Background: an optimization exercise with open tools, aiming at small area and a short achievable clock period. Do not read the settings as production practice.
Only simulation tests tie the RTL to the original design; equivalence was not proved.
No run shown here takes its clock network from TritonCTS; it comes from the design's own scripts or RTL.
The clock input has no modelled driver; a real chip could not lean on it and would need a root buffer or a full tree.
No activity file was given, so power comes from the tool's default toggle rates.

`design/flow/config.mk`:
```
export PLATFORM = sky130hd
export DESIGN_NAME = sync_fifo
export DESIGN_NICKNAME = sync_fifo
export VERILOG_FILES = /design/flow/design.v
export SDC_FILE = /design/flow/constraint.sdc
export NUM_CORES = 4
export LEC_CHECK = 0
export CAP_MARGIN = 20
export CORE_MARGIN = 2
export CORE_UTILIZATION = 40
export SETUP_SLACK_MARGIN = 2.05
export SLEW_MARGIN = 20
export SYNTH_HIERARCHICAL = 1
export SYNTH_MINIMUM_KEEP_SIZE = 0
```
`design/flow/constraint.sdc`:
```
create_clock -name core_clock -period 3.6 [get_ports {i_clk}]
set_input_delay 0.7200 -clock core_clock [delete_from_list [all_inputs] [get_ports {i_clk}]]
set_output_delay 0.7200 -clock core_clock [all_outputs]
set_load 0.01 [all_outputs]
```
`design/flow/design.v`:
```
`timescale 1ns/1ps
module sync_fifo #(
    parameter WIDTH = 32,
    parameter DEPTH = 8,
    parameter ADDR_WIDTH = $clog2(DEPTH)
)(
    i_clk,
    i_rstn,
    i_wren,
    i_rden,
    i_wdata,
    o_rdata,
    o_empty,
    o_full
);
    input           i_clk;
    input           i_rstn;
    input           i_wren;
    input           i_rden;
    input [31:0]    i_wdata;
    output [31:0]   o_rdata;
    output          o_empty;
    output          o_full;
    reg  [31:0] head;            
    reg  [31:0] mem [0:6];       
    reg  [2:0]  rptr;            
    reg  [2:0]  wptr;            
    reg         nempty;          
    reg         nempty_h;        
    reg         one;             
    reg         full;            
    reg         nempty_o;        
    reg         full_o;          
    reg  [6:0]  rsel;            
    reg  [6:0]  wslot;           
    wire        empty = ~nempty;
    function [2:0] lfsr_next;
        input [2:0] s;
        lfsr_next = {s[1:0], ~(s[2] ^ s[1])};
    endfunction
    wire [2:0] rptr_nx = lfsr_next(rptr);
    wire [2:0] wptr_nx = lfsr_next(wptr);
    wire       two   = (wptr == rptr_nx);    
    wire       seven = (rptr == wptr_nx);    
    genvar g;
    wire       hold;     
    wire       sel_w;    
    wire [6:0] sel_m;    
    wire [6:0] mem_we;   
    sync_fifo_andn2 u_hold  (.a(nempty_h), .b(i_rden), .y(hold));
    sync_fifo_a21bo u_selw  (.a1(one), .a2(i_rden), .b1n(nempty_h), .y(sel_w));
    generate
        for (g = 0; g < 7; g = g + 1) begin : g_gate
            sync_fifo_and2 u_selm (.a(i_rden), .b(rsel[g]),  .y(sel_m[g]));
            sync_fifo_and2 u_we   (.a(i_wren), .b(wslot[g]), .y(mem_we[g]));
        end
    endgenerate
    wire       rd_adv    = i_rden & (~one | i_wren);
    wire       wr_adv    = i_wren & nempty;
    wire [2:0] rptr_n    = rd_adv ? rptr_nx : rptr;
    wire [2:0] wptr_n    = wr_adv ? wptr_nx : wptr;
    wire       nempty_n  = i_wren | ~sel_w;
    wire       one_n     = (empty & i_wren) | (one & (i_wren == i_rden)) | (two & i_rden & ~i_wren);
    wire       full_n    = ~i_rden & (full | (i_wren & seven));
    wire       nempty_on;
    wire       nempty_hn;
    wire       full_on;
    sync_fifo_orn2   u_ne_o (.a(i_wren), .b(sel_w), .y(nempty_on));
    sync_fifo_orn2   u_ne_h (.a(i_wren), .b(sel_w), .y(nempty_hn));
    sync_fifo_fullnx u_fu_o (.rd(i_rden), .wr(i_wren), .full(full), .seven(seven), .y(full_on));
    wire [6:0] rsel_n;
    wire [6:0] wslot_n;
    generate
        for (g = 0; g < 7; g = g + 1) begin : g_rsel
            assign rsel_n[g]  = nempty_n & ~one_n & (rptr_n == g);
            assign wslot_n[g] = nempty_n & (wptr_n == g);
        end
    endgenerate
    wire [31:0] head_nx;
    generate
        for (g = 0; g < 32; g = g + 1) begin : g_head
            wire y0, y1, y2;
            sync_fifo_aoi222 u0 (.a1(hold), .b1(head[g]), .a2(sel_w), .b2(i_wdata[g]), .a3(sel_m[0]), .b3(mem[0][g]), .y(y0));
            sync_fifo_aoi222 u1 (.a1(sel_m[1]), .b1(mem[1][g]), .a2(sel_m[2]), .b2(mem[2][g]), .a3(sel_m[3]), .b3(mem[3][g]), .y(y1));
            sync_fifo_aoi222 u2 (.a1(sel_m[4]), .b1(mem[4][g]), .a2(sel_m[5]), .b2(mem[5][g]), .a3(sel_m[6]), .b3(mem[6][g]), .y(y2));
            sync_fifo_nand3  u3 (.a(y0), .b(y1), .c(y2), .y(head_nx[g]));
        end
    endgenerate
    always @(posedge i_clk) begin
        head <= head_nx;
    end
    generate
        for (g = 0; g < 7; g = g + 1) begin : g_mem
            always @(posedge i_clk)
                if (mem_we[g])
                    mem[g] <= i_wdata;
        end
    endgenerate
    always @(posedge i_clk or negedge i_rstn) begin
        if (!i_rstn) begin
            rptr     <= 3'd0;
            wptr     <= 3'd0;
            nempty   <= 1'b0;
            nempty_h <= 1'b0;
            one      <= 1'b0;
            full     <= 1'b0;
            nempty_o <= 1'b0;
            full_o   <= 1'b0;
        end else begin
            rptr     <= rptr_n;
            wptr     <= wptr_n;
            nempty   <= nempty_n;
            nempty_h <= nempty_hn;
            one      <= one_n;
            full     <= full_n;
            nempty_o <= nempty_on;
            full_o   <= full_on;
        end
    end
    always @(posedge i_clk) begin
        rsel  <= rsel_n;
        wslot <= wslot_n;
    end
    assign o_rdata = head;
    assign o_empty = ~nempty_o;
    assign o_full  = full_o;
endmodule
module sync_fifo_aoi222 (
    input  a1, b1, a2, b2, a3, b3,
    output y
);
    assign y = ~((a1 & b1) | (a2 & b2) | (a3 & b3));
endmodule
module sync_fifo_nand3 (
    input  a, b, c,
    output y
);
    assign y = ~(a & b & c);
endmodule
module sync_fifo_and2 (
    input  a, b,
    output y
);
    assign y = a & b;
endmodule
module sync_fifo_andn2 (
    input  a, b,
    output y
);
    assign y = a & ~b;
endmodule
module sync_fifo_a21bo (
    input  a1, a2, b1n,
    output y
);
    assign y = (a1 & a2) | ~b1n;
endmodule
module sync_fifo_orn2 (
    input  a, b,
    output y
);
    assign y = a | ~b;
endmodule
module sync_fifo_fullnx (
    input  rd, wr, full, seven,
    output y
);
    assign y = ~rd & (full | (wr & seven));
endmodule
```
`design/flow/flow/run.sh`:
```
#!/bin/bash
# Own layout flow: the standard flow (standard.sh) with a hand-built
# two-level clock tree (flow/mcts.tcl) in place of TritonCTS, and small
# port buffers. Each step's full output goes to a log file in this folder;
# ORFS's per-step logs are under orfs/logs/.
set -euo pipefail
W=$(pwd)
EXTRA=(
  "BUFFER_PORTS_ARGS=-buffer_cell sky130_fd_sc_hd__buf_2"
  "PRE_CTS_TCL=$W/flow/mcts.tcl"
)
bash standard.sh "${EXTRA[@]}" synth > synth.log 2>&1
bash standard.sh "${EXTRA[@]}" finish > layout.log 2>&1
```
`design/flow/flow/mcts.tcl`:
```
proc mcts_bisect {sinks depth axis} {
  if {$depth == 0 || [llength $sinks] < 2} { return [list $sinks] }
  set idx [expr {$axis == 0 ? 1 : 2}]
  set s [lsort -real -index $idx $sinks]
  set h [expr {[llength $s] / 2}]
  set a [lrange $s 0 [expr {$h - 1}]]
  set b [lrange $s $h end]
  set na [expr {1 - $axis}]
  return [concat [mcts_bisect $a [expr {$depth - 1}] $na] [mcts_bisect $b [expr {$depth - 1}] $na]]
}
proc mcts_centroid {items} {
  set sx 0.0; set sy 0.0
  foreach s $items { set sx [expr {$sx + [lindex $s 1]}]; set sy [expr {$sy + [lindex $s 2]}] }
  set n [llength $items]
  return [list [expr {int($sx / $n)}] [expr {int($sy / $n)}]]
}
proc mcts_build {clk_port mid_depth leaf_depth mid_cell leaf_cell} {
  set block [ord::get_db_block]
  set db [ord::get_db]
  set clknet [[$block findBTerm $clk_port] getNet]
  set sinks {}
  foreach it [$clknet getITerms] {
    set bb [[$it getInst] getBBox]
    lappend sinks [list $it [expr {([$bb xMin] + [$bb xMax]) / 2}] [expr {([$bb yMin] + [$bb yMax]) / 2}]]
  }
  set mids [mcts_bisect $sinks $mid_depth 0]
  set m 0
  foreach mid $mids {
    set minst [odb::dbInst_create $block [$db findMaster $mid_cell] "clkbuf_mid_$m"]
    set mnet [odb::dbNet_create $block "clknet_mid_$m"]
    $mnet setSigType CLOCK
    [$minst findITerm A] connect $clknet
    [$minst findITerm X] connect $mnet
    set leaves [mcts_bisect $mid [expr {$leaf_depth - $mid_depth}] [expr {$mid_depth % 2}]]
    set lc {}
    set l 0
    foreach leaf $leaves {
      set linst [odb::dbInst_create $block [$db findMaster $leaf_cell] "clkbuf_leaf_${m}_$l"]
      set lnet [odb::dbNet_create $block "clknet_leaf_${m}_$l"]
      $lnet setSigType CLOCK
      foreach s $leaf { set it [lindex $s 0]; $it disconnect; $it connect $lnet }
      [$linst findITerm A] connect $mnet
      [$linst findITerm X] connect $lnet
      set c [mcts_centroid $leaf]
      $linst setLocation [lindex $c 0] [lindex $c 1]
      $linst setPlacementStatus PLACED
      lappend lc [list x [lindex $c 0] [lindex $c 1]]
      puts "mcts: leaf ${m}_$l drives [llength $leaf] sinks"
      incr l
    }
    set c [mcts_centroid $lc]
    $minst setLocation [lindex $c 0] [lindex $c 1]
    $minst setPlacementStatus PLACED
    incr m
  }
  $clknet setSigType CLOCK
}

# Used as PRE_CTS_TCL: build the tree here, then make the CTS step's own
# clock_tree_synthesis call a no-op so the rest of ORFS's CTS step
# (legalisation, timing repair, writing results) runs unchanged.
mcts_build i_clk 2 4 sky130_fd_sc_hd__clkbuf_16 sky130_fd_sc_hd__clkbuf_8
set_propagated_clock [all_clocks]
rename clock_tree_synthesis orig_clock_tree_synthesis
proc clock_tree_synthesis {args} { puts "clock tree built by flow/mcts.tcl" }
```
`design/flow/standard.sh`:
```
#!/bin/bash
# synth_recipe.tcl (not shown) runs the flow's synth.tcl, then flattens the netlist and writes it again
# the make line also repeats each setting of config.mk as NAME=value (left out here)
make -C /OpenROAD-flow-scripts/flow DESIGN_CONFIG=/design/flow/config.mk WORK_HOME=/design/flow/orfs CLKGATE_MAP_FILE= SYNTH_SCRIPT=/design/flow/synth_recipe.tcl "${@:-finish}"
```
==> results of run 1 <==
==> report_power, final <==
group / switching (uW) / leakage (uW) / total (uW) / internal (uW)
Clock: 874 / 0.000164 / 1480 / 605
Combinational: 1360 / 0.00105 / 2260 / 897
Sequential: 332 / 0.00255 / 4680 / 4340
Total: 2570 / 0.00376 / 8410 / 5850
==> registers in the layout, indices dropped and copies added, names as in the netlist <==
signal,flops
one,1
full_o,1
wptr,3
nempty_h,1
rptr,3
full,1
mem,224
nempty_o,1
nempty,1
rsel,7
head,32
wslot,7
==> layer usage <==
layer	vias to the layer above	share of wire, %	global-route usage (%)
li1	2416	-	-
met1	2819	40	25.5
met2	299	47	29.1
met3	42	10	2.55
met4	2	1.9	3.47
met5	-	0.046	0
==> worst max-delay path: cells and delay by family <==
family / cells / cell delay [ns]
and+or+nand+nor: 4 / 0.91
buffers and inverters: 1 / 0.15
==> final timing paths <==
check,to,start,slack (ns)
max in group asynchronous,wptr[0],i_rstn,3.07
min in group core_clock,head[6],mem[2][6],0.48
worst min register to register,head[6],mem[2][6],0.48
worst max register to register,rsel[5],rptr[1],2.03
worst min-delay path,rptr[0],i_rstn,0.28
worst max-delay path,rsel[5],i_wren,2.02
==> cell type report <==
type	count	area (um2)
diodes	1	2.50
plain buffers	20	320
fillers	1983	12400
inverters	9	36.3
multi-input cells	214	1900
flip-flops and latches	282	7990
well taps	319	399
repair buffers	84	601
==> modules after synthesis, one instance, submodules excluded <==
module | flops+latches | times used | area (um2) | cells inside
sync_fifo_fullnx | 0 | 1 | 8.76 | 2
sync_fifo_andn2 | 0 | 1 | 13.8 | 1
sync_fifo_aoi222 | 0 | 96 | 10.0 | 1
sync_fifo_and2 | 0 | 14 | 6.26 | 1
sync_fifo_nand3 | 0 | 32 | 5.00 | 1
sync_fifo_a21bo | 0 | 1 | 10.0 | 1
sync_fifo | 282 | 1 | 8420 | 356
sync_fifo_orn2 | 0 | 2 | 6.26 | 1
==> metrics by stage <==
stage                     instance area [um2]  total power (uW)  util (%)  setup WS (ns)
after global routing                    11200              8810      47.6           1.98
after floorplan                          9740              5820         -           2.01
after CTS                               10900              8250      46.4           1.98
final                                   11200              8410      47.6           2.02
after global placement                  10500              6540      44.3           1.34
after detailed placement                10500              6620      44.3           1.30
==> timing repair <==
item                       CTS  global route
pin swaps                    5            12
setup endpoints to repair  287           290
cloned                       5             4
setup buffers                6             5
gates resized for setup     32            46
==> cells by family (layout without fill, tap and decap cells) <==
group | after synthesis | in the layout | share of synthesized area, %
muxes | 5 | 5 | 0.530
and+or+nand+nor | 85 | 90 | 4.83
other | 0 | 1 | 0
DFF | 282 | 282 | 82.2
AOI/OAI and AO/OA | 108 | 109 | 10.9
xor gates and xnor gates | 10 | 10 | 1.05
buffers and inverters | 14 | 113 | 0.569
==> placed cells by master, fill, tap and decap left out, types with 8 or more instances in the layout <==
master      n
buf_6       8
buf_2      61
a222oi_1   96
clkbuf_8   16
edfxtp_1  224
buf_4       9
dfxtp_1    21
dfxtp_2    25
and2_4     19
nand3_1    33
==> qor.csv, run 1 <==
metric,value,unit
setup_tns,0,ns
power.density,748,mW/mm2
synth.area.top_cells,"edfxtp_1 (70%), a222oi_1 (9.9%), dfxtp_1 (9.5%), dfrtp_1 (3.1%), nand3_1 (1.7%)",
ys_ff_latch,282,
slowest_delay,0.54,ns
hold_violations,0,
status,"complete, no violations",
hold_path.class,in -> async,
synthCells,504,
fin_crit,1.58,ns
ir_drop,400,uV
timing.fmax,0.632,GHz
fp-row-count,56,
synthArstFlopShare,4.26,%
synthTopCellsByCount,"edfxtp_1 (224), a222oi_1 (96), dfxtp_1 (46)",
initial_utilization,41.0,%
cp_slowest_cell,or4_4,
ant_nets,0,
layout-drive-gt1-share,29.6,%
track_usage,17.7,%
vias,5578,
antenna_found_initial,2,
p_leak,0.00376,uW
wirelength,24.1,mm
grt_max_degree,33,
core,0.0236,mm2
slew_viol_final,0,
arrival,1.78,ns
first_pass_iters,6,
grt-ovfl-total,0,
slew_headroom,60.1,%
tightestPinTransition,0.598,ns
reg2regPathDepth,5,
die_w,159,um
crit_type,in -> reg,
area_delta_synth_final,16.2,%
post-synth-top-area-fraction,69.5,%
clk_latency,0.31,ns
synth_top_cell_by_area,edfxtp_1,
rsz0062_at_grt,yes,
end_kind,register,
synth_edf_count,224,
crit_required,3.80,ns
finalNonFillerCells,929,
ctsHoldBuffers,0,
hpwl,10.7,mm
cp_cell_sequence,buf_6 -> nand2b_4 -> or4_4 -> nand3_4 -> nor3b_2,
grt_pass1_wl,34.7,mm
yosys_warnings,9,
synth_ff_type,edfxtp_1,
wl_per_cell,25.9,um
synth_area,0.00967,mm2
io_buffers,69,
seq_area_frac_synth,82.2,%
worst_setup_path_start_kind,input pin,
drv_cap,0,
critPathMaxFanout,17,
routabilityCongestion,0.759,
first_iter_violations,1025,
io_pins,70,
synth_most_common_cell,edfxtp_1,
clkTransAtPathRegs,0.11,ns
die_area,0.0254,mm2
synth_area_per_cell,19.2,um2
die_y,159,um
skew,0.0122,ns
final_net_count,647,
drc,0,
period_share,44.0,%
viasPerCell,6.00,
final-setup-viol-count,0,
hold_slack,0.276,ns
synth_cell_type_count,35,
grt_pass1_vias,5704,
syn-num-nets,540,
dp_cells,888,
==> run 2, diff against run 1 <==
--- a/design/flow/config.mk
+++ b/design/flow/config.mk
@@ -8,7 +8,8 @@
 export CAP_MARGIN = 20
 export CORE_MARGIN = 2
 export CORE_UTILIZATION = 40
-export SETUP_SLACK_MARGIN = 2.05
+export PLACE_DENSITY = 0.8
+export SETUP_SLACK_MARGIN = 2.1
 export SLEW_MARGIN = 20
 export SYNTH_HIERARCHICAL = 1
 export SYNTH_MINIMUM_KEEP_SIZE = 0
==> run 2 against run 1 <==
Still clean on timing, DRC and antenna. Synthesized area unchanged. Worst hold slack lost 0.0015 ns. Largest cell class unchanged. Power is 4.0% higher.
==> qor.csv, run 2 <==
metric,value,unit,change
setup_tns,0,ns,unchanged
tightestPinTransition,0.565,ns,-0.0336 ns
ant_nets,0,,unchanged
io_pins,70,,unchanged
core,0.0236,mm2,unchanged
mostFrequentLayoutCell,edfxtp_1,,
synth_top_family_by_area,compound AO/OA/AOI/OAI gates,,
synthSimpleGateAreaFrac,4.83,%,unchanged
setup_slack,2.03,ns,+0.0155 ns
seq_area_frac_synth,82.2,%,unchanged
drc,0,,unchanged
wl_per_cell,27.2,um,+5.0%
finalNonFillerCells,949,,+2.2%
synth-compound-area-share,10.9,%,unchanged
utilization,49.3,%,+1.7 points
grt-ovfl-total,0,,unchanged
first_iter_violations,1100,,+7.3%
cp_cell_sequence,inv_1 -> buf_2,,
synthCells,504,,unchanged
post-synth-top-area-fraction,69.5,%,unchanged
synth_edf_count,224,,unchanged
io_buffers,69,,unchanged
hold_slack,0.274,ns,-0.00152 ns
die_y,159,um,unchanged
clkTransAtPathRegs,0.10,ns,about the same
layout-drive-gt1-share,32.5,%,+2.9 points
place_ws,1.27,ns,-0.0334 ns
power.density,751,mW/mm2,+0.41%
synth_ff_type,edfxtp_1,,
cp_slowest_cell,dfrtp_1,,
critPathMaxFanout,1,,-16
reg_top3,"mem (224), head (32)",,
slowest_delay,0.37,ns,-0.17 ns
arrival,0.85,ns,-0.93 ns
grt_pass1_wl,35.7,mm,+2.9%
ir_drop,516,uV,+29%
viasPerCell,6.23,,+3.8%
die_area,0.0254,mm2,unchanged
hold_path.class,in -> async,,
hpwl,11.1,mm,+3.4%
area_delta_synth_final,20.4,%,
synth_most_common_cell,edfxtp_1,,
wirelength,25.8,mm,+7.3%
synth_area_per_cell,19.2,um2,unchanged
status,"complete, no violations",,
largest_register_ffs,224,,unchanged
track_usage,18.3,%,+0.56 points
slew_headroom,62.4,%,+2.2 points
crit_type,reg -> out,,
regMostFlops,mem,,
synth_cell_type_count,35,,unchanged
synth-xor-area-share,1.05,%,unchanged
synthAdderAreaFrac,0,%,unchanged
vias,5913,,+6.0%
synth.area.top_cells,"edfxtp_1 (70%), a222oi_1 (9.9%), dfxtp_1 (9.5%), dfrtp_1 (3.1%), nand3_1 (1.7%)",,
die_w,159,um,unchanged
fin_crit,1.57,ns,-0.0155 ns
synth.area.mux_share,0.530,%,unchanged
final_net_count,666,,+2.9%
antenna_found_initial,1,,-1
end_kind,output port,,
timing.fmax,0.638,GHz,+0.99%
yosys_warnings,9,,unchanged
rsz0062_at_grt,yes,,
period_share,43.5,%,-0.43 points
final-setup-viol-count,0,,unchanged
cpLargestDelayFamily,flip-flops,,
dp_cells,887,,-0.11%
grt_pass1_vias,5681,,-0.40%
syn-num-nets,540,,unchanged
worst_setup_path_start_kind,register,,
crit_required,2.88,ns,-0.92 ns
synth_area,0.00967,mm2,unchanged
drv_cap,0,,unchanged
synthArstFlopShare,4.26,%,unchanged
path_buf_inv,2,,+1
grt_max_degree,33,,unchanged
routabilityCongestion,0.783,,+3.2%
first_pass_iters,5,,-1
fp-row-count,56,,unchanged
synthTopCellsByCount,"edfxtp_1 (224), a222oi_1 (96), dfxtp_1 (46)",,
skew,0.0140,ns,+0.00182 ns
p_leak,0.00394,uW,+4.7%
synth_top_cell_by_area,edfxtp_1,,
initial_utilization,41.0,%,unchanged
clk_latency,0.31,ns,about the same
ys_ff_latch,282,,unchanged
slew_viol_final,0,,unchanged
layout_common_cells,"edfxtp_1 (224), a222oi_1 (96), buf_2 (35)",,
hold_violations,0,,unchanged
-- run 2: cell types whose count changed in the layout (fill, tap and decap cells not counted), sizes merged --
cell	previous run	this run
buf	81	90
diode	1	2
nor2b	3	4
and2	19	26
clkbuf	23	25
-- run 2: timing repair --
item                       CTS  global route
gates resized for setup     77            46
pin swaps                   21            17
setup endpoints to repair  306            77
setup buffers               14             7
gates cloned                12             7
hold buffers                 0             0
-- run 2: kinds of logic after synthesis --
kind of cell           Yosys count
multiplexers                     5
AO/OA/AOI/OAI                  108
XOR/XNOR                        10
AND/OR/NAND/NOR                 85
flip-flops                     282
buffers and inverters           14
-- run 2: final timing paths --
check	startpoint	end	slack, ns	depth (start not counted)
setup / recovery	nempty_o	o_empty	2.03	2
hold / removal	i_rstn	full	0.27	1
setup reg to reg	wptr[0]	rsel[0]	2.08	4
hold reg to reg	mem[2][20]	head[20]	0.47	2
max in group asynchronous	i_rstn	wptr[0]	3.08	1
min in group core_clock	mem[2][20]	head[20]	0.47	2
-- run 2: area by class of cell --
| class | count | area (um2) |
|---|---|---|
| plain buffers | 20 | 320 |
| fillers | 1886 | 12000 |
| flip-flops and latches | 282 | 8000 |
| diodes | 2 | 5.00 |
| well taps | 319 | 399 |
| multi-input cells | 222 | 1960 |
| inverters | 9 | 33.8 |
| repair buffers | 95 | 927 |
-- run 2: power by group --
group | switching (uW) | internal (uW) | total, uW
Clock | 866 | 605 | 1470
Combinational | 1440 | 1110 | 2550
Sequential | 374 | 4360 | 4730
Total | 2680 | 6080 | 8750
-- run 2: metrics by stage --
stage / area (um2) / total power (uW)
finish: 11600 / 8750
global route: 11600 / 9090
CTS: 11300 / 8440
detailed placement: 10500 / 6600
global placement: 10500 / 6500
floorplan: 9740 / 5820
-- run 2: modules after synthesis (local to each module, per instance) --
module / cell area [um2] / cells
sync_fifo_fullnx: 8.76 / 2
sync_fifo_and2: 6.26 / 1
sync_fifo_nand3: 5.00 / 1
sync_fifo_aoi222: 10.0 / 1
sync_fifo_orn2: 6.26 / 1
sync_fifo_andn2: 13.8 / 1
sync_fifo: 8420 / 356
sync_fifo_a21bo: 10.0 / 1
-- run 2: worst register-to-register path: cells and delay by family, from the launching register on --
kind	cells	cell delay (ns)
xor gates and xnor gates	1	0.35
DFF	1	0.43
and+or+nand+nor	3	0.64
-- run 2: per-layer routing --
layer | up-vias | GRT usage (%) | share of wire, %
li1 | 2473 | - | -
met1 | 2979 | 24.3 | 37
met2 | 415 | 30.3 | 48
met3 | 46 | 4.25 | 12
met4 | 0 | 5.17 | 2.2
met5 | - | 0 | 0
==> run 3, diff against run 2 <==
--- a/design/flow/config.mk
+++ b/design/flow/config.mk
@@ -7,9 +7,9 @@
 export LEC_CHECK = 0
 export CAP_MARGIN = 20
 export CORE_MARGIN = 2
-export CORE_UTILIZATION = 40
+export CORE_UTILIZATION = 35
 export PLACE_DENSITY = 0.8
-export SETUP_SLACK_MARGIN = 2.1
+export SETUP_SLACK_MARGIN = 2.05
 export SLEW_MARGIN = 20
 export SYNTH_HIERARCHICAL = 1
 export SYNTH_MINIMUM_KEEP_SIZE = 0
==> run 3 against run 2 <==
Clock skew about the same. Via count decreased by 1.6%. Sequential power is 2% lower. Synthesized area did not move. Critical path depth grew 2. Worst hold slack worse by 0.0010 ns. Fmax down 5.1%. Flip-flop and latch count is the same. Core utilization shrank 7.6 points. Wire length decreased by 3.0%. Critical path type is now reg -> reg. Largest cell class unchanged. Largest power group unchanged.
==> qor.csv, run 3 <==
metric,value,unit,change
crit_type,reg -> reg,,
first_iter_violations,1216,,+11%
ant_nets,0,,unchanged
setup_tns,0,ns,unchanged
p_seq_share,55.0,%,+0.9 points
critPathMaxFanout,17,,+16
top_usage_layer,met2,,
synth.area.mux_share,0.530,%,unchanged
die_w,170,um,+6.7%
synth_most_common_cell,edfxtp_1,,
reg2regPathDepth,4,,unchanged
hpwl,11.3,mm,+1.4%
largest_register_ffs,224,,unchanged
ir_drop,472,uV,-8.6%
ctsHoldBuffers,0,,unchanged
seq_area_frac_synth,82.2,%,unchanged
mostFrequentLayoutCell,edfxtp_1,,
design_area,0.0113,mm2,-3.2%
use_met3,2.79,%,-1.5 points
layout_common_cells,"edfxtp_1 (224), a222oi_1 (96), buf_2 (63)",,
syn-num-nets,540,,unchanged
dp_cells,909,,+2.5%
hold_violations,0,,unchanged
grt_pass1_wl,32.5,mm,-8.9%
skew,0.0142,ns,+0.000136 ns
synthAdderAreaFrac,0,%,unchanged
period_share,45.9,%,+2.3 points
grtUsageMet1,20.2,%,-4.1 points
clk_latency,0.31,ns,about the same
wl_per_cell,26.1,um,-4.1%
setup_slack,1.95,ns,-0.0836 ns
synth_edf_count,224,,unchanged
arrival,1.82,ns,+0.97 ns
synth-xor-area-share,1.05,%,unchanged
vias,5816,,-1.6%
slew_headroom,56.2,%,-6.2 points
synth_top_cell_by_area,edfxtp_1,,
end_kind,register,,
grt_max_degree,33,,unchanged
synthTopCellsByCount,"edfxtp_1 (224), a222oi_1 (96), dfxtp_1 (46)",,
initial_utilization,35.8,%,-5.2 points
core,0.0270,mm2,+14%
finalNonFillerCells,960,,+1.2%
clkTransAtPathRegs,0.11,ns,about the same
synth.area.top_cells,"edfxtp_1 (70%), a222oi_1 (9.9%), dfxtp_1 (9.5%), dfrtp_1 (3.1%), nand3_1 (1.7%)",,
clockPowerShare,17.5,%,+0.7 points
synthArstFlopShare,4.26,%,unchanged
io_pins,70,,unchanged
place_area,0.0105,mm2,+0.24%
combPwrFrac,27.5,%,-1.6 points
layout-drive-gt1-share,28.0,%,-4.5 points
timing.fmax,0.606,GHz,-5.1%
final_net_count,653,,-2.0%
post-synth-top-area-fraction,69.5,%,unchanged
die_y,170,um,+6.7%
worst_setup_path_start_kind,register,,
antenna_found_initial,5,,+4
fin_crit,1.65,ns,+0.0836 ns
final-setup-viol-count,0,,unchanged
met2_usage,24.2,%,-6.1 points
die_area,0.0290,mm2,+14%
first_pass_iters,7,,+2
synthSimpleGateAreaFrac,4.83,%,unchanged
crit_required,3.77,ns,+0.89 ns
track_usage,14.7,%,-3.6 points
p_sw_share,31.1,%,+0.48 points
synth_cell_type_count,35,,unchanged
place_ws,1.29,ns,+0.0202 ns
tightestPinTransition,0.656,ns,+0.0911 ns
rrSetupSlack,1.95,ns,-0.13 ns
synth-compound-area-share,10.9,%,unchanged
wirelength,25.1,mm,-3.0%
area_delta_synth_final,16.6,%,
synth_area,0.00967,mm2,unchanged
hold_path.class,in -> async,,
p_leak,0.00379,uW,-3.8%
ys_ff_latch,282,,unchanged
power.total,8450,uW,-3.4%
rsz0062_at_grt,yes,,
grt_pass1_vias,5381,,-5.3%
synth_area_per_cell,19.2,um2,unchanged
rr_endpoint,head[8],,
internal_power,5830,uW,-4.1%
synth_ff_type,edfxtp_1,,
status,"complete, no violations",,
routabilityCongestion,0.763,,-2.6%
p_sw,2630,uW,-1.9%
grt-ovfl-total,0,,unchanged
fp-row-count,60,,+7.1%
io_buffers,69,,unchanged
yosys_warnings,9,,unchanged
slew_viol_final,0,,unchanged
power.density,749,mW/mm2,-0.27%
synth_top_family_by_area,compound AO/OA/AOI/OAI gates,,
rr_startpoint,one,,
viasPerCell,6.06,,-2.8%
fillers,2356,,+25%
drc,0,,unchanged
drv_cap,0,,unchanged
regMostFlops,mem,,
reg_top3,"mem (224), head (32)",,
synthCells,504,,unchanged
run 3: cell counts after synthesis:
Identical to the previous run, type by type.
run 3: cell type report:
cell class / count / area, um2 / area share (%)
Tap cell: 341 / 427 / 3.78
Sequential cell: 282 / 7970 / 70.7
Buffer: 20 / 320 / 2.84
Timing Repair Buffer: 86 / 611 / 5.41
Antenna cell: 4 / 10.0 / 0.0887
Inverter: 9 / 33.8 / 0.299
Multi-Input combinational cell: 218 / 1910 / 16.9
run 3: how the worst max path moves through the flow:
stage / start / to / slack, ns / cells past startpoint
final: one / head[8] / 1.95 / 4
after global routing: one / head[8] / 1.88 / 4
after CTS: i_rden / head[22] / 2.03 / 4
after detailed placement: i_wren / rsel[1] / 1.29 / 4
after global placement: i_wren / rsel[5] / 1.37 / 4
after floorplan: i_rden / wslot[5] / 2.01 / 5
run 3: cells by family after synthesis:
| family | Yosys count |
|---|---|
| buf+inv | 14 |
| simple gates | 85 |
| compound gates | 108 |
| xor+xnor | 10 |
| mux | 5 |
| flops | 282 |
run 3: metal layers:
metal  wire, um  vias up
li1           -     2445
met1       8850     2946
met2      12300      377
met3       3350       46
met4        584        2
met5          7        -
run 3: power groups by stage:
stage | Combinational [uW] | Sequential, uW | Clock (uW)
after global routing | 2480 | 4710 | 1600
final | 2330 | 4650 | 1480
after detailed placement | 1930 | 4680 | 0
after floorplan | 1170 | 4640 | 0
after CTS | 2070 | 4610 | 1480
after global placement | 1870 | 4640 | 0
run 3: critical path, cell delays in order, from the launching register on:
cell and delay (ns):
dfrtp_2 0.46, buf_4 0.16, a21bo_4 0.33, a222oi_1 0.38, nand3_1 0.18
run 3: per-stage QoR:
| stage | utilization (%) | hold WS (ns) |
|---|---|---|
| after floorplan | - | 0.424 |
| after global placement | 38.8 | 0.449 |
| after detailed placement | 38.8 | 0.454 |
| after CTS | 40.6 | 0.286 |
| after global routing | 41.7 | 0.271 |
| final | 41.7 | 0.273 |
run 3: what timing repair did:
action	4_1_cts	5_1_grt
buffers inserted	5	8
setup endpoints to repair	282	52
gates resized for setup	25	29
gates cloned	3	11
pin swaps	10	15
run 3: Yosys stat by module, one instance, submodules excluded:
module / area (um2) / copies in the design / cells / flops+latches
sync_fifo: 8420 / 1 / 356 / 282
sync_fifo_a21bo: 10.0 / 1 / 1 / 0
sync_fifo_and2: 6.26 / 14 / 1 / 0
sync_fifo_andn2: 13.8 / 1 / 1 / 0
sync_fifo_aoi222: 10.0 / 96 / 1 / 0
sync_fifo_fullnx: 8.76 / 1 / 2 / 0
sync_fifo_nand3: 5.00 / 32 / 1 / 0
sync_fifo_orn2: 6.26 / 2 / 1 / 0
==> run 4, diff against run 3 <==
--- a/design/flow/config.mk
+++ b/design/flow/config.mk
@@ -7,7 +7,7 @@
 export LEC_CHECK = 0
 export CAP_MARGIN = 20
 export CORE_MARGIN = 2
-export CORE_UTILIZATION = 35
+export CORE_UTILIZATION = 45
 export PLACE_DENSITY = 0.8
 export SETUP_SLACK_MARGIN = 2.05
 export SLEW_MARGIN = 20
==> run 4 against run 3 <==
Register-to-register slack improved by 0.08 ns. Cell count decreased by 6.4%. Wire length about the same. Core utilization increased by 12 points. Highest routed layer unchanged.
==> qor.csv, run 4 <==
metric,value,unit,change
setup_slack,1.98,ns,+0.0340 ns
rr_endpoint,rsel[4],,
arrival,1.83,ns,about the same
slew_viol_final,0,,unchanged
io_buffers,69,,unchanged
first_pass_iters,7,,unchanged
grt_pass1_vias,5751,,+6.9%
largest_register_ffs,224,,unchanged
vias,5887,,+1.2%
end_kind,register,,
io_pins,70,,unchanged
status,"complete, no violations",,
ant_nets,0,,unchanged
ir_drop,627,uV,+33%
fp-row-count,53,,-12%
routabilityCongestion,0.805,,+5.5%
wl_per_cell,27.9,um,+6.7%
synthArstFlopShare,4.26,%,unchanged
synth_area,0.00967,mm2,unchanged
multi_input_area,0.00192,mm2,+0.53%
area_delta_synth_final,16.7,%,about the same
synth_edf_count,224,,unchanged
yosys_warnings,9,,unchanged
layout_common_cells,"edfxtp_1 (224), a222oi_1 (96), buf_2 (65)",,
synth.area.top_cells,"edfxtp_1 (70%), a222oi_1 (9.9%), dfxtp_1 (9.5%), dfrtp_1 (3.1%), nand3_1 (1.7%)",,
tightestPinTransition,0.586,ns,-0.0698 ns
power.density,752,mW/mm2,+0.31%
ctsHoldBuffers,0,,unchanged
utilization,53.5,%,+12 points
grt_pass1_wl,34.1,mm,+4.9%
regMostFlops,mem,,
cp_cell_sequence,buf_16 -> nand2_2 -> mux2_2 -> nand2b_1 -> nor3_1,,
fin_crit,1.62,ns,-0.0340 ns
synth_area_per_cell,19.2,um2,unchanged
cp_slowest_cell,mux2_2,,
worst_setup_path_start_kind,input pin,,
path_buf_inv,1,,unchanged
period_share,44.9,%,-0.94 points
layout-drive-gt1-share,29.6,%,+1.6 points
first_iter_violations,1087,,-11%
skew,0.0198,ns,+0.00563 ns
critPathMaxFanout,9,,-8
place_ws,1.30,ns,+0.00904 ns
hold_path.class,in -> async,,
final_net_count,660,,+1.1%
mostFrequentLayoutCell,edfxtp_1,,
synth_top_cell_by_area,edfxtp_1,,
antenna_found_initial,2,,-3
worstSetupStartpoint,i_wren,,
die_area,0.0227,mm2,-22%
clk_latency,0.31,ns,about the same
core,0.0211,mm2,-22%
synthTopCellsByCount,"edfxtp_1 (224), a222oi_1 (96), dfxtp_1 (46)",,
clkTransAtPathRegs,0.10,ns,about the same
synth_most_common_cell,edfxtp_1,,
synth_cell_type_count,35,,unchanged
ff_latch_area,0.00798,mm2,+0.11%
slew_headroom,60.9,%,+4.7 points
place_area,0.0104,mm2,-0.79%
hpwl,11.1,mm,-1.1%
synth_ff_type,edfxtp_1,,
wirelength,25.0,mm,about the same
hold_violations,0,,unchanged
rrSetupSlack,2.03,ns,+0.08 ns
p_leak,0.00384,uW,+1.3%
rsz0062_at_grt,yes,,
seq_area_frac_synth,82.2,%,unchanged
track_usage,20.2,%,+5.4 points
initial_utilization,45.9,%,+10 points
die_w,151,um,-12%
grt_max_degree,33,,unchanged
post-synth-top-area-fraction,69.5,%,unchanged
reg_top3,"mem (224), head (32)",,
rr_startpoint,wptr[0],,
fillers,1613,,-32%
setup_tns,0,ns,unchanged
final-setup-viol-count,0,,unchanged
slowest_delay,0.41,ns,-0.05 ns
cpLargestDelayFamily,simple AND/OR/NAND/NOR gates,,
power.total,8490,uW,+0.41%
timing.fmax,0.618,GHz,+2.1%
drv_cap,0,,unchanged
crit_required,3.81,ns,+0.04 ns
die_y,151,um,-12%
drc,0,,unchanged
reg2regPathDepth,4,,unchanged
viasPerCell,6.55,,+8.1%
grt-ovfl-total,0,,unchanged
crit_type,in -> reg,,
ys_ff_latch,282,,unchanged
syn-num-nets,540,,unchanged
design_area,0.0113,mm2,about the same
synthCells,504,,unchanged
[run 4: cell counts after synthesis]
Identical to the previous run, type by type.
[run 4: what timing repair did]
item,4_1_cts,5_1_grt
gates cloned,6,8
setup buffers,6,14
pin swaps,15,14
resized for setup,33,33
setup endpoints to repair,285,49
[run 4: cells by family (layout without fill, tap and decap cells)]
group | after synthesis | after routing | share of synthesized area (%)
multiplexers | 5 | 5 | 0.530
AO/OA/AOI/OAI | 108 | 110 | 10.9
buffers and inverters | 14 | 122 | 0.569
AND/OR/NAND/NOR | 85 | 93 | 4.83
XOR/XNOR | 10 | 10 | 1.05
other | 0 | 2 | 0
flip-flops | 282 | 282 | 82.2
[run 4: per-stage QoR]
stage | hold slack (ns) | std cells
finish | 0.271 | 899
global route | 0.277 | 897
CTS | 0.278 | 875
detailed placement | 0.456 | 843
global placement | 0.443 | 843
floorplan | 0.424 | 504
[run 4: routing by layer]
layer  vias up  part of all wire [%]  GRT usage, %
met5         -                 0.064             0
met4         2                   2.0          5.14
met3        46                    14          4.00
met2       462                    49          33.2
met1      2915                    35          27.8
li1       2462                     -             -
[run 4: worst max-delay path by stage]
stage	slack (ns)	to	cells past startpoint
global route	2.00	rsel[4]	4
finish	1.98	wslot[2]	5
floorplan	2.01	wslot[5]	5
global placement	1.38	rsel[5]	4
CTS	1.99	rsel[5]	4
detailed placement	1.30	rsel[5]	4
[run 4: per-module statistics from Yosys, one instance, submodules excluded]
module            copies in the design  flops+latches
sync_fifo_andn2                      1              0
sync_fifo                            1            282
sync_fifo_nand3                     32              0
sync_fifo_a21bo                      1              0
sync_fifo_fullnx                     1              0
sync_fifo_and2                      14              0
sync_fifo_orn2                       2              0
sync_fifo_aoi222                    96              0
[run 4: report_power, final]
| part | internal [uW] | switching, uW | total (uW) |
|---|---|---|---|
| Sequential | 4340 | 349 | 4690 |
| Clock | 605 | 851 | 1460 |
| Combinational | 909 | 1430 | 2340 |
[run 4: final cells by class]
class	count	share of cell area (%)
timing repair buffer	93	6.12
sequential	282	70.7
tap	275	3.05
antenna	2	0.0443
inverter	9	0.299
buffer	20	2.84
multi-input combinational	218	17.0
==> run 5, diff against run 4 <==
--- a/design/flow/config.mk
+++ b/design/flow/config.mk
@@ -7,9 +7,10 @@
 export LEC_CHECK = 0
 export CAP_MARGIN = 20
 export CORE_MARGIN = 2
-export CORE_UTILIZATION = 45
+export CORE_UTILIZATION = 40
 export PLACE_DENSITY = 0.8
 export SETUP_SLACK_MARGIN = 2.05
 export SLEW_MARGIN = 20
 export SYNTH_HIERARCHICAL = 1
 export SYNTH_MINIMUM_KEEP_SIZE = 0
+export TNS_END_PERCENT = 0
==> run 5 against run 4 <==
Still clean on timing, DRC and antenna. Combinational power is 15% lower. Core utilization is 7.1 points lower. Register-to-register slack gained 0.02 ns. Fmax grew 2.4%. Clock skew up 0.0085 ns. Die area is 12% higher. Wire length decreased by 15%. Flip-flop and latch count did not move. Synthesized cell count is the same. Via count decreased by 7.7%. Setup slack better by 0.037 ns. First-iteration DRC count shrank 11%.
==> qor.csv, run 5 <==
metric,value,unit,change
status,"complete, no violations",,
timing.fmax,0.633,GHz,+2.4%
arrival,1.75,ns,-0.08 ns
ant_nets,0,,unchanged
die_y,159,um,+5.9%
first_pass_iters,5,,-2
skew,0.0283,ns,+0.00850 ns
drc,0,,unchanged
setup_tns,0,ns,unchanged
synth_top_cell_by_area,edfxtp_1,,
synth_area,0.00967,mm2,unchanged
p_leak,0.00369,uW,-4.0%
synth_most_common_cell,edfxtp_1,,
layout-drive-gt1-share,22.9,%,-6.7 points
ir_drop,540,uV,-14%
final-setup-viol-count,0,,unchanged
setup_slack,2.02,ns,+0.0373 ns
place_ws,1.32,ns,+0.0185 ns
hpwl,10.8,mm,-3.2%
hold_violations,0,,unchanged
fp-row-count,56,,+5.7%
synth_edf_count,224,,unchanged
track_usage,15.7,%,-4.5 points
syn-num-nets,540,,unchanged
clkTransAtPathRegs,0.11,ns,about the same
synth_area_per_cell,19.2,um2,unchanged
first_iter_violations,963,,-11%
power.density,738,mW/mm2,-1.9%
rsz0062_at_grt,yes,,
finalNonFillerCells,923,,+2.7%
seq_area_frac_synth,82.2,%,unchanged
antenna_found_initial,3,,+1
power.total,8100,uW,-4.6%
core,0.0236,mm2,+12%
die_area,0.0254,mm2,+12%
cp_slowest_cell,a222oi_1,,
dp_cells,887,,+5.2%
vias,5436,,-7.7%
synth.area.top_cells,"edfxtp_1 (70%), a222oi_1 (9.9%), dfxtp_1 (9.5%), dfrtp_1 (3.1%), nand3_1 (1.7%)",,
cpLargestDelayFamily,compound AO/OA/AOI/OAI gates,,
path_buf_inv,2,,+1
hold_path.class,in -> async,,
slew_viol_final,0,,unchanged
crit_required,3.77,ns,-0.04 ns
crit_type,in -> reg,,
reg_top3,"mem (224), head (32)",,
final_net_count,640,,-3.0%
io_pins,70,,unchanged
slowest_delay,0.31,ns,-0.10 ns
grt_max_degree,33,,unchanged
wl_per_cell,23.1,um,-17%
post-synth-top-area-fraction,69.5,%,unchanged
yosys_warnings,9,,unchanged
initial_utilization,41.0,%,-4.9 points
synth_ff_type,edfxtp_1,,
period_share,43.9,%,-1.0 points
largest_register_ffs,224,,unchanged
clk_latency,0.31,ns,about the same
grt_pass1_wl,31.1,mm,-8.7%
hold_slack,0.266,ns,-0.00579 ns
fin_crit,1.58,ns,-0.0373 ns
die_w,159,um,+5.9%
slew_headroom,62.0,%,+1.1 points
layout_common_cells,"edfxtp_1 (224), a222oi_1 (96), buf_2 (67)",,
io_buffers,69,,unchanged
ys_ff_latch,282,,unchanged
synthArstFlopShare,4.26,%,unchanged
drv_cap,0,,unchanged
critPathMaxFanout,21,,+12
synthTopCellsByCount,"edfxtp_1 (224), a222oi_1 (96), dfxtp_1 (46)",,
regMostFlops,mem,,
area_delta_synth_final,13.5,%,
routabilityCongestion,0.766,,-4.9%
worst_setup_path_start_kind,input pin,,
wirelength,21.3,mm,-15%
viasPerCell,5.89,,-10%
synth_cell_type_count,35,,unchanged
synthCells,504,,unchanged
cp_cell_sequence,buf_6 -> a21bo_4 -> buf_4 -> a222oi_1 -> nand3_1,,
grt_pass1_vias,5312,,-7.6%
end_kind,register,,
tightestPinTransition,0.569,ns,-0.0171 ns
grt-ovfl-total,0,,unchanged
mostFrequentLayoutCell,edfxtp_1,,
-- run 5: layout make-up --
cell class | count | area (um2)
Timing Repair Buffer | 77 | 434
Buffer | 20 | 320
Antenna cell | 2 | 5.00
Multi-Input combinational cell | 214 | 1830
Sequential cell | 282 | 7960
Fill cell | 1998 | 12600
Tap cell | 319 | 399
Inverter | 9 | 33.8
-- run 5: per-module statistics from Yosys (local to each module, per instance), a selection --
module            flops+latches  cells inside  area [um2]  copies in the design
sync_fifo_a21bo               0             1        10.0                     1
sync_fifo_andn2               0             1        13.8                     1
sync_fifo_nand3               0             1        5.00                    32
sync_fifo                   282           356        8420                     1
sync_fifo_and2                0             1        6.26                    14
sync_fifo_fullnx              0             2        8.76                     1
-- run 5: final timing paths --
path                       startpoint        to  slack (ns)  cells after the start
max in group asynchronous      i_rstn   wptr[0]        3.08                      1
setup / recovery               i_rden   head[0]        2.02                      5
setup reg to reg              rptr[1]   rsel[4]        2.05                      4
min in group core_clock    mem[2][19]  head[19]        0.46                      2
hold reg to reg            mem[2][19]  head[19]        0.46                      2
hold / removal                 i_rstn  nempty_h        0.27                      1
-- run 5: worst reg2reg max path: cells and delay by family, from the launching register on --
kind | cells | cell delay (ns)
flip-flops | 1 | 0.50
AND/OR/NAND/NOR | 3 | 0.76
XOR/XNOR | 1 | 0.18
-- run 5: timing repair --
item                                    in CTS  in global routing
pin swaps                                   14                  9
setup buffers                                4                  4
hold buffers                                 0                  0
gates cloned                                 5                  1
resized for setup                           30                  5
endpoints found under the setup margin     284                 56
-- run 5: per-stage QoR --
step | instance area (um2) | utilization [%]
after floorplan | 9720 | -
after global placement | 10400 | 44.2
after detailed placement | 10400 | 44.2
after CTS | 10900 | 46.2
after global routing | 11000 | 46.5
final | 11000 | 46.5
-- run 5: report_power, final --
part / leakage, uW / internal [uW] / switching [uW]
Clock: 0.000164 / 605 / 852
Combinational: 0.000973 / 769 / 1220
Sequential: 0.00255 / 4310 / 333
-- run 5: per-layer routing --
layer	global-route usage [%]	wire length [um]	share of wire [%]
met1	21.2	8030	38
met2	26.8	10400	49
met3	2.66	2490	12
met4	3.02	374	1.8
met5	0	14	0.066
-- run 5: cell families after synthesis --
group           share of synthesized area [%]
compound gates                           10.9
xor+xnor                                 1.05
buf+inv                                 0.569
flops                                    82.2
mux                                     0.530
simple gates                             4.83
==> run 6, diff against run 5 <==
--- a/design/flow/flow/run.sh
+++ b/design/flow/flow/run.sh
@@ -8,6 +8,7 @@
 EXTRA=(
   "BUFFER_PORTS_ARGS=-buffer_cell sky130_fd_sc_hd__buf_2"
   "PRE_CTS_TCL=$W/flow/mcts.tcl"
+  "RECOVER_POWER=100"
 )
 bash standard.sh "${EXTRA[@]}" synth > synth.log 2>&1
 bash standard.sh "${EXTRA[@]}" finish > layout.log 2>&1
--- a/design/flow/config.mk
+++ b/design/flow/config.mk
@@ -13,4 +13,3 @@
 export SLEW_MARGIN = 20
 export SYNTH_HIERARCHICAL = 1
 export SYNTH_MINIMUM_KEEP_SIZE = 0
-export TNS_END_PERCENT = 0
==> run 6 against run 5 <==
Now fails the layout checks on capacitance limit, slew limit. Largest power group unchanged. Critical path depth fell by 3. Sequential share of layout area rose by 0.47 points. Worst hold slack improved by 0.15 ns. Critical endpoint is now mem[5][28]. Via count rose by 3.2%. Fmax fell by 34%. Setup slack got worse by 0.83 ns. Wire length rose by 8.2%. Clock skew fell by 0.0056 ns.
==> qor.csv, run 6 <==
metric,value,unit,change
synth-xor-area-share,1.05,%,unchanged
wl_per_cell,24.7,um,+7.2%
io_buffers,69,,unchanged
layout-drive-gt1-share,11.0,%,-12 points
met2_usage,26.5,%,-0.30 points
cp_slowest_cell,and2_1,,
grtUsageMet1,23.3,%,+2.1 points
antenna_found_initial,1,,-2
synth_edf_count,224,,unchanged
die_area,0.0254,mm2,unchanged
p_seq_share,57.3,%,about the same
seq_area_frac_synth,82.2,%,unchanged
synthSimpleGateAreaFrac,4.83,%,unchanged
crit_type,in -> reg,,
synth_area,0.00967,mm2,unchanged
synth_ff_type,edfxtp_1,,
regMostFlops,mem,,
first_pass_iters,8,,+3
cpLargestDelayFamily,simple AND/OR/NAND/NOR gates,,
slowest_delay,1.42,ns,+1.11 ns
layout_common_cells,"edfxtp_1 (224), a222oi_1 (96), clkbuf_1 (63)",,
crit_required,3.48,ns,-0.29 ns
grt_pass1_wl,33.0,mm,+6.1%
fp-row-count,56,,unchanged
hold_path.class,in -> async,,
fin_crit,2.41,ns,+0.829 ns
final_net_count,649,,+1.4%
io_pins,70,,unchanged
worst_setup_path_start_kind,input pin,,
internal_power,5660,uW,-0.43%
ant_nets,0,,unchanged
viasPerCell,6.02,,+2.2%
syn-num-nets,540,,unchanged
period_share,66.9,%,+23 points
top_usage_layer,met2,,
post-synth-top-area-fraction,69.5,%,unchanged
clk_latency,0.31,ns,about the same
skew,0.0227,ns,-0.00564 ns
drv_cap,7,,+7
combPwrFrac,24.8,%,+0.2 points
ff_latch_area,0.00796,mm2,about the same
mostFrequentLayoutCell,edfxtp_1,,
clockPowerShare,17.9,%,about the same
violations,"capacitance limit, slew limit",,
reg_top3,"mem (224), head (32)",,
ys_ff_latch,282,,unchanged
synth_cell_type_count,35,,unchanged
grt_max_degree,33,,unchanged
area_delta_synth_final,12.8,%,
critPathMaxFanout,32,,+52%
tightestPinTransition,1.90,ns,+1.33 ns
dp_cells,889,,+0.23%
synth_area_per_cell,19.2,um2,unchanged
synthTopCellsByCount,"edfxtp_1 (224), a222oi_1 (96), dfxtp_1 (46)",,
synth.area.top_cells,"edfxtp_1 (70%), a222oi_1 (9.9%), dfxtp_1 (9.5%), dfrtp_1 (3.1%), nand3_1 (1.7%)",,
core,0.0236,mm2,unchanged
grt_pass1_vias,5446,,+2.5%
slew_viol_final,231,,+231
fillers,1986,,-0.60%
track_usage,16.6,%,+0.95 points
clkTransAtPathRegs,0.11,ns,about the same
place_ws,1.32,ns,-0.00111 ns
p_sw_share,30.2,%,+0.46 points
final-setup-viol-count,0,,unchanged
hold_violations,0,,unchanged
finalNonFillerCells,932,,+0.98%
first_iter_violations,1012,,+5.1%
die_y,159,um,unchanged
cp_cell_sequence,buf_8 -> and2_1,,
synth_top_cell_by_area,edfxtp_1,,
path_buf_inv,1,,-1
wirelength,23.0,mm,+8.2%
synth_top_family_by_area,compound AO/OA/AOI/OAI gates,,
rsz0062_at_grt,yes,,
setup_slack,1.19,ns,-0.829 ns
vias,5609,,+3.2%
synth.area.mux_share,0.530,%,unchanged
initial_utilization,41.0,%,unchanged
timing.fmax,0.415,GHz,-34%
synthCells,504,,unchanged
multi_input_area,0.00174,mm2,-4.5%
arrival,2.29,ns,+0.54 ns
drc,0,,unchanged
setup_tns,0,ns,unchanged
end_kind,register,,
synth_most_common_cell,edfxtp_1,,
hpwl,11.1,mm,+3.0%
slew_headroom,-26.5,%,-88 points
use_met3,3.52,%,+0.86 points
synth-compound-area-share,10.9,%,unchanged
power.density,744,mW/mm2,+0.86%
synthArstFlopShare,4.26,%,unchanged
synthAdderAreaFrac,0,%,unchanged
routabilityCongestion,0.771,,+0.69%
status,"complete, but fails checks",,
die_w,159,um,unchanged
largest_register_ffs,224,,unchanged
grt-ovfl-total,0,,unchanged
ir_drop,392,uV,-27%
p_sw,2450,uW,+1.8%
p_leak,0.00353,uW,-4.3%
yosys_warnings,9,,unchanged
-- run 6: area by class of cell --
class | instances | share of cell area (%)
plain buffers | 20 | 2.94
well taps | 319 | 3.66
multi-input cells | 214 | 16.0
inverters | 9 | 0.310
repair buffers | 86 | 4.10
diodes | 2 | 0.0459
flip-flops and latches | 282 | 73.0
-- run 6: repair_timing --
item / in CTS / in global routing
pin swaps: 11 / 16
cloned: 4 / 3
endpoints found under the setup margin: 280 / 57
hold buffers: 0 / 0
setup buffers: 7 / 7
gates resized for setup: 20 / 26
-- run 6: worst paths after layout --
| path | slack (ns) | end | depth (start not counted) | from |
|---|---|---|---|---|
| max | 1.19 | mem[5][28] | 2 | i_wren |
| min | 0.41 | full_o | 1 | i_rstn |
| max reg2reg | 1.43 | mem[5][28] | 1 | wslot[5] |
| min reg2reg | 0.47 | head[23] | 2 | mem[2][23] |
| max in group asynchronous | 2.71 | one | 1 | i_rstn |
| min in group core_clock | 0.47 | head[23] | 2 | mem[2][23] |
-- run 6: stage by stage --
step	power [uW]	area, um2	hold slack (ns)	util, %
2_1_floorplan	5820	9740	0.424	-
3_3_place_gp	6510	10500	0.451	44.3
3_5_place_dp	6590	10500	0.452	44.3
4_1_cts	8150	11000	0.276	46.4
5_1_grt	8460	10900	0.462	46.2
6_report	8120	10900	0.412	46.2
-- run 6: per-layer routing --
| metal | vias to the layer above | share of wire [%] | wire, um |
|---|---|---|---|
| met3 | 39 | 11 | 2640 |
| li1 | 2423 | - | - |
| met5 | - | 0 | 0 |
| met1 | 2787 | 39 | 9050 |
| met4 | 0 | 2.1 | 490 |
| met2 | 360 | 47 | 10900 |
-- run 6: Yosys stat by module (local to each module, per instance) --
module            flops+latches  cell area (um2)
sync_fifo_and2                0             6.26
sync_fifo_andn2               0             13.8
sync_fifo                   282             8420
sync_fifo_a21bo               0             10.0
sync_fifo_aoi222              0             10.0
sync_fifo_orn2                0             6.26
sync_fifo_nand3               0             5.00
sync_fifo_fullnx              0             8.76
-- run 6: kinds of logic after synthesis --
| family | count (synthesis) |
|---|---|
| DFF | 282 |
| xor gates and xnor gates | 10 |
| buffers and inverters | 14 |
| muxes | 5 |
| AOI/OAI and AO/OA | 108 |
| and+or+nand+nor | 85 |
-- run 6: power groups by stage --
stage               clock network [uW]  registers [uW]  logic [uW]
finish                            1450            4650        2010
global route                      1580            4710        2180
CTS                               1460            4610        2080
detailed placement                   0            4680        1920
global placement                     0            4640        1860
floorplan                            0            4640        1170
==> run 7, diff against run 6 <==
--- a/design/flow/flow/run.sh
+++ b/design/flow/flow/run.sh
@@ -8,7 +8,6 @@
 EXTRA=(
   "BUFFER_PORTS_ARGS=-buffer_cell sky130_fd_sc_hd__buf_2"
   "PRE_CTS_TCL=$W/flow/mcts.tcl"
-  "RECOVER_POWER=100"
 )
 bash standard.sh "${EXTRA[@]}" synth > synth.log 2>&1
 bash standard.sh "${EXTRA[@]}" finish > layout.log 2>&1
==> run 7 against run 6 <==
The run now finishes clean. Synthesized cell count stayed put. Die area stayed put. Global-route usage unchanged. Wire length down 0.14%. Flip-flop and latch count stayed put. Critical path type is now reg -> out. Critical endpoint is now o_empty. Highest routed layer is now met5.
==> qor.csv, run 7 <==
metric,value,unit,change
status,"complete, no violations",,
reg_top3,"mem (224), head (32)",,
crit_required,2.88,ns,-0.60 ns
viasPerCell,6.01,,-0.11%
layout_common_cells,"edfxtp_1 (224), a222oi_1 (96), buf_2 (60)",,
final-setup-viol-count,0,,unchanged
synthSimpleGateAreaFrac,4.83,%,unchanged
synth-compound-area-share,10.9,%,unchanged
rsz0062_at_grt,yes,,
skew,0.0194,ns,-0.00331 ns
grtUsageMet1,23.3,%,unchanged
setup_slack,2.04,ns,+0.847 ns
initial_utilization,41.0,%,unchanged
hold_violations,0,,unchanged
worst_setup_path_start_kind,register,,
grt_pass1_vias,5446,,unchanged
seq_area_frac_synth,82.2,%,unchanged
synth_top_cell_by_area,edfxtp_1,,
ir_drop,411,uV,+4.9%
synthCells,504,,unchanged
critPathMaxFanout,1,,-97%
cp_cell_sequence,inv_1 -> buf_2,,
place_ws,1.32,ns,unchanged
arrival,0.84,ns,-1.45 ns
synth_edf_count,224,,unchanged
final_net_count,649,,unchanged
p_leak,0.00375,uW,+6.2%
antenna_found_initial,5,,+4
first_pass_iters,6,,-2
period_share,43.4,%,-24 points
slew_viol_final,0,,-100%
io_pins,70,,unchanged
design_area,0.0111,mm2,+2.1%
grt_pass1_wl,33.0,mm,unchanged
io_buffers,69,,unchanged
largest_register_ffs,224,,unchanged
ys_ff_latch,282,,unchanged
synth_most_common_cell,edfxtp_1,,
hpwl,11.1,mm,unchanged
synth.area.mux_share,0.530,%,unchanged
synth_cell_type_count,35,,unchanged
setup_tns,0,ns,unchanged
utilization,47.2,%,+0.98 points
synth_area_per_cell,19.2,um2,unchanged
tightestPinTransition,0.574,ns,-1.32 ns
cpLargestDelayFamily,flip-flops,,
layout-drive-gt1-share,25.4,%,+14 points
path_buf_inv,2,,+1
drc,0,,unchanged
routabilityCongestion,0.771,,unchanged
power.total,8260,uW,+1.8%
core,0.0236,mm2,unchanged
slowest_delay,0.38,ns,-1.04 ns
use_met3,3.52,%,unchanged
syn-num-nets,540,,unchanged
place_area,0.0105,mm2,unchanged
ant_nets,0,,unchanged
synth.area.top_cells,"edfxtp_1 (70%), a222oi_1 (9.9%), dfxtp_1 (9.5%), dfrtp_1 (3.1%), nand3_1 (1.7%)",,
crit_type,reg -> out,,
die_area,0.0254,mm2,unchanged
synth-xor-area-share,1.05,%,unchanged
synth_area,0.00967,mm2,unchanged
first_iter_violations,933,,-7.8%
synthAdderAreaFrac,0,%,unchanged
track_usage,16.6,%,unchanged
synth_top_family_by_area,compound AO/OA/AOI/OAI gates,,
fp-row-count,56,,unchanged
die_w,159,um,unchanged
clk_latency,0.30,ns,about the same
area_delta_synth_final,15.1,%,
end_kind,output port,,
vias,5615,,+0.11%
fin_crit,1.56,ns,-0.847 ns
synthTopCellsByCount,"edfxtp_1 (224), a222oi_1 (96), dfxtp_1 (46)",,
cp_slowest_cell,dfrtp_1,,
die_y,159,um,unchanged
hold_path.class,in -> async,,
slew_headroom,61.7,%,+88 points
regMostFlops,mem,,
drv_cap,0,,-7
mostFrequentLayoutCell,edfxtp_1,,
post-synth-top-area-fraction,69.5,%,unchanged
grt_max_degree,33,,unchanged
ctsHoldBuffers,0,,unchanged
clkTransAtPathRegs,0.11,ns,about the same
met2_usage,26.5,%,unchanged
power.density,741,mW/mm2,-0.36%
synthArstFlopShare,4.26,%,unchanged
wirelength,23.0,mm,-0.14%
grt-ovfl-total,0,,unchanged
top_usage_layer,met2,,
wl_per_cell,24.6,um,-0.35%
yosys_warnings,9,,unchanged
synth_ff_type,edfxtp_1,,
timing.fmax,0.640,GHz,+54%
## run 7: cell counts after synthesis
No cell type changed its count.
## run 7: kinds of logic after synthesis
logic type / Yosys count
mux: 5
compound gates: 108
flops: 282
xor+xnor: 10
simple gates: 85
buf+inv: 14
## run 7: path summary, 6_finish.rpt
kind,startpoint,to,slack (ns),depth (start not counted)
max,nempty_o,o_empty,2.04,2
min,i_rstn,rptr[0],0.27,1
max reg2reg,rptr[2],rsel[0],2.09,4
min reg2reg,mem[2][22],head[22],0.47,2
max in group asynchronous,i_rstn,one,3.09,1
min in group core_clock,mem[2][22],head[22],0.47,2
## run 7: stage by stage
stage	std cells	hold WS, ns
2_1_floorplan	504	0.424
3_3_place_gp	889	0.451
3_5_place_dp	889	0.452
4_1_cts	920	0.276
5_1_grt	932	0.285
6_report	934	0.271
## run 7: what timing repair did
| action | CTS | global route |
|---|---|---|
| resized for setup | 20 | 26 |
| setup endpoints to repair | 280 | 57 |
| pin swaps | 11 | 16 |
| gates cloned | 4 | 3 |
| setup buffers | 7 | 7 |
## run 7: layout make-up
class,count,area [um2]
timing repair buffer,86,573
sequential,282,7970
antenna,4,10.0
tap,319,399
inverter,9,33.8
fill,1947,12500
multi-input combinational,214,1840
buffer,20,320
## run 7: worst register-to-register path, delay by kind of cell (launching register included)
kind | cells | cell delay, ns
AND/OR/NAND/NOR | 3 | 0.62
flip-flops | 1 | 0.45
XOR/XNOR | 1 | 0.33
## run 7: report_power, final
part | switching (uW) | internal [uW] | total, uW
clock network | 847 | 605 | 1450
registers | 313 | 4320 | 4640
logic | 1320 | 850 | 2170
## run 7: routing by layer
metal	share of wire, %	vias to the layer above
met5	0.056	-
met4	2.4	2
met3	9.9	46
met2	47	307
met1	41	2837
li1	-	2423
## run 7: modules after synthesis, one instance, submodules excluded
module / times used / cells inside / cell area, um2 / flip-flops and latches
sync_fifo: 1 / 356 / 8420 / 282
sync_fifo_aoi222: 96 / 1 / 10.0 / 0
sync_fifo_and2: 14 / 1 / 6.26 / 0
sync_fifo_fullnx: 1 / 2 / 8.76 / 0
sync_fifo_nand3: 32 / 1 / 5.00 / 0
sync_fifo_orn2: 2 / 1 / 6.26 / 0
sync_fifo_andn2: 1 / 1 / 13.8 / 0
sync_fifo_a21bo: 1 / 1 / 10.0 / 0
==> run 8, diff against run 7 <==
--- a/design/flow/flow/run.sh
+++ b/design/flow/flow/run.sh
@@ -8,6 +8,7 @@
 EXTRA=(
   "BUFFER_PORTS_ARGS=-buffer_cell sky130_fd_sc_hd__buf_2"
   "PRE_CTS_TCL=$W/flow/mcts.tcl"
+  "RECOVER_POWER=40"
 )
 bash standard.sh "${EXTRA[@]}" synth > synth.log 2>&1
 bash standard.sh "${EXTRA[@]}" finish > layout.log 2>&1
==> run 8 against run 7 <==
Still clean on timing, DRC and antenna. Cell count is 0.32% lower. Global-route usage is the same. Combinational power barely moved. Largest cell class unchanged. Clock skew about the same. Worst hold slack improved by 0.14 ns. Clock power about the same. Critical path type unchanged.
==> qor.csv, run 8 <==
metric,value,unit,change
grt_pass1_wl,33.0,mm,unchanged
layout-drive-gt1-share,20.1,%,-5.2 points
mostFrequentLayoutCell,edfxtp_1,,
slew_viol_final,0,,unchanged
rr_endpoint,rsel[0],,
p_sw,2470,uW,-0.23%
yosys_warnings,9,,unchanged
hold_violations,0,,unchanged
end_kind,output port,,
regMostFlops,mem,,
power.density,744,mW/mm2,+0.30%
initial_utilization,41.0,%,unchanged
drc,0,,unchanged
first_iter_violations,1022,,+9.5%
io_pins,70,,unchanged
io_buffers,69,,unchanged
area_delta_synth_final,14.7,%,
routabilityCongestion,0.771,,unchanged
period_share,43.4,%,about the same
die_y,159,um,unchanged
clkTransAtPathRegs,0.10,ns,about the same
clk_latency,0.30,ns,about the same
wirelength,23.0,mm,-0.23%
timing.fmax,0.640,GHz,about the same
hpwl,11.1,mm,unchanged
die_w,159,um,unchanged
setup_tns,0,ns,unchanged
status,"complete, no violations",,
rr_startpoint,rptr[2],,
place_ws,1.32,ns,unchanged
p_leak,0.00366,uW,-2.4%
track_usage,16.6,%,unchanged
p_seq_share,56.2,%,about the same
syn-num-nets,540,,unchanged
drv_cap,0,,unchanged
synth_edf_count,224,,unchanged
p_sw_share,30.0,%,about the same
clockPowerShare,17.6,%,about the same
synth_cell_type_count,35,,unchanged
slew_headroom,55.5,%,-6.2 points
ys_ff_latch,282,,unchanged
die_area,0.0254,mm2,unchanged
first_pass_iters,6,,unchanged
synthCells,504,,unchanged
synth_area,0.00967,mm2,unchanged
antenna_found_initial,1,,-4
largest_register_ffs,224,,unchanged
layout_common_cells,"edfxtp_1 (224), a222oi_1 (96), dfxtp_1 (37)",,
utilization,47.0,%,-0.20 points
synthArstFlopShare,4.26,%,unchanged
combPwrFrac,26.2,%,about the same
grt_max_degree,33,,unchanged
rsz0062_at_grt,yes,,
synth_top_cell_by_area,edfxtp_1,,
arrival,0.84,ns,about the same
critPathMaxFanout,1,,unchanged
hold_path.class,in -> async,,
internal_power,5770,uW,about the same
ir_drop,411,uV,about the same
worst_setup_path_start_kind,register,,
synth_most_common_cell,edfxtp_1,,
setup_slack,2.04,ns,-0.0000800 ns
ant_nets,0,,unchanged
reg2regPathDepth,4,,unchanged
seq_area_frac_synth,82.2,%,unchanged
synth.area.top_cells,"edfxtp_1 (70%), a222oi_1 (9.9%), dfxtp_1 (9.5%), dfrtp_1 (3.1%), nand3_1 (1.7%)",,
core,0.0236,mm2,unchanged
synthTopCellsByCount,"edfxtp_1 (224), a222oi_1 (96), dfxtp_1 (46)",,
final_net_count,649,,unchanged
fin_crit,1.56,ns,+0.0000800 ns
fp-row-count,56,,unchanged
tightestPinTransition,0.667,ns,+0.0928 ns
viasPerCell,6.02,,+0.14%
grt-ovfl-total,0,,unchanged
post-synth-top-area-fraction,69.5,%,unchanged
synth_area_per_cell,19.2,um2,unchanged
crit_type,reg -> out,,
synth_ff_type,edfxtp_1,,
grt_pass1_vias,5446,,unchanged
wl_per_cell,24.7,um,about the same
skew,0.0191,ns,-0.000227 ns
hold_slack,0.408,ns,+0.137 ns
vias,5605,,-0.18%
rrSetupSlack,2.09,ns,about the same
final-setup-viol-count,0,,unchanged
crit_required,2.88,ns,about the same
reg_top3,"mem (224), head (32)",,
[run 8: cell counts after synthesis]
No cell type changed its count.
[run 8: per-stage QoR]
stage               total power, uW  std cells  area, um2
detailed placement             6590        889      10500
finish                         8250        931      11100
CTS                            8150        920      11000
floorplan                      5820        504       9740
global route                   8600        931      11100
global placement               6510        889      10500
[run 8: Yosys stat by module (local to each module, per instance)]
module,flops+latches,area (um2)
sync_fifo,282,8420
sync_fifo_a21bo,0,10.0
sync_fifo_and2,0,6.26
sync_fifo_andn2,0,13.8
sync_fifo_aoi222,0,10.0
sync_fifo_fullnx,0,8.76
sync_fifo_nand3,0,5.00
sync_fifo_orn2,0,6.26
[run 8: area by class of cell]
| cell class | count | area [um2] |
|---|---|---|
| fillers | 1956 | 12500 |
| flip-flops and latches | 282 | 7970 |
| multi-input cells | 214 | 1840 |
| repair buffers | 86 | 533 |
| well taps | 319 | 399 |
| plain buffers | 20 | 320 |
| inverters | 9 | 33.8 |
| diodes | 1 | 2.50 |
[run 8: power by group through the flow]
stage	registers (uW)	logic, uW	clock network [uW]
global placement	4640	1860	0
global route	4700	2330	1580
CTS	4610	2080	1460
detailed placement	4680	1920	0
finish	4630	2160	1450
floorplan	4640	1170	0
[run 8: metal layers]
layer	routed length (um)	global-route usage [%]	up-vias
met4	584	4.30	0
met1	8950	23.3	2806
met2	10800	26.5	339
met3	2580	3.52	42
met5	0	0	-
li1	-	-	2418
[run 8: cells by family after synthesis]
logic type,count (synthesis),share of synthesized area [%]
buffers and inverters,14,0.569
AO/OA/AOI/OAI,108,10.9
multiplexers,5,0.530
XOR/XNOR,10,1.05
AND/OR/NAND/NOR,85,4.83
flip-flops,282,82.2
[run 8: what timing repair did]
item                                    4_1_cts  5_1_grt
hold buffers                                  0        0
pin swaps                                    11       16
resized for setup                            20       26
gates cloned                                  4        3
buffers inserted                              7        7
endpoints found under the setup margin      280       57
[run 8: worst max-delay path, cell delays in order, from the launching register on]
cell     delay (ns)
dfrtp_1        0.38
inv_1          0.05
buf_2          0.12
[run 8: worst max-delay path by stage]
stage | slack, ns | to | startpoint
finish | 2.04 | o_empty | nempty_o
global route | 2.00 | o_empty | nempty_o
CTS | 2.03 | o_empty | nempty_o
detailed placement | 1.32 | wslot[5] | i_rden
global placement | 1.37 | wslot[5] | i_rden
floorplan | 2.01 | wslot[5] | i_rden

[static timing again, ports no longer ideal]
No port has a modelled driver above. Below, the same layouts with a new extraction and two added sets of constraints. Step 1, drivers: a clkbuf_16 drives i_clk and a buf_2 each remaining input, both assumed. Step 2, shift: input delay + t, output delay - t, t = (earliest + latest rising clock arrival at the registers) / 2. This alone moves slack from input paths to output paths. Three values: ideal, step 1, step 2; two values: the first two.
run | shift t [ns] | setup slack, ns
run 1 | 0.393 | 2.017 / 1.952 / 1.608
run 2 | 0.400 | 2.032 / 1.931 / 1.580
run 3 | 0.404 | 1.949 / 1.938 / 1.543
run 4 | 0.390 | 1.983 / 1.936 / 1.555
run 5 | 0.401 | 2.020 / 1.937 / 1.692
run 6 | 0.388 | 1.191 / 1.234 / 0.847
run 7 | 0.391 | 2.037 / 1.941 / 1.636
run 8 | 0.385 | 2.037 / 1.946 / 1.655
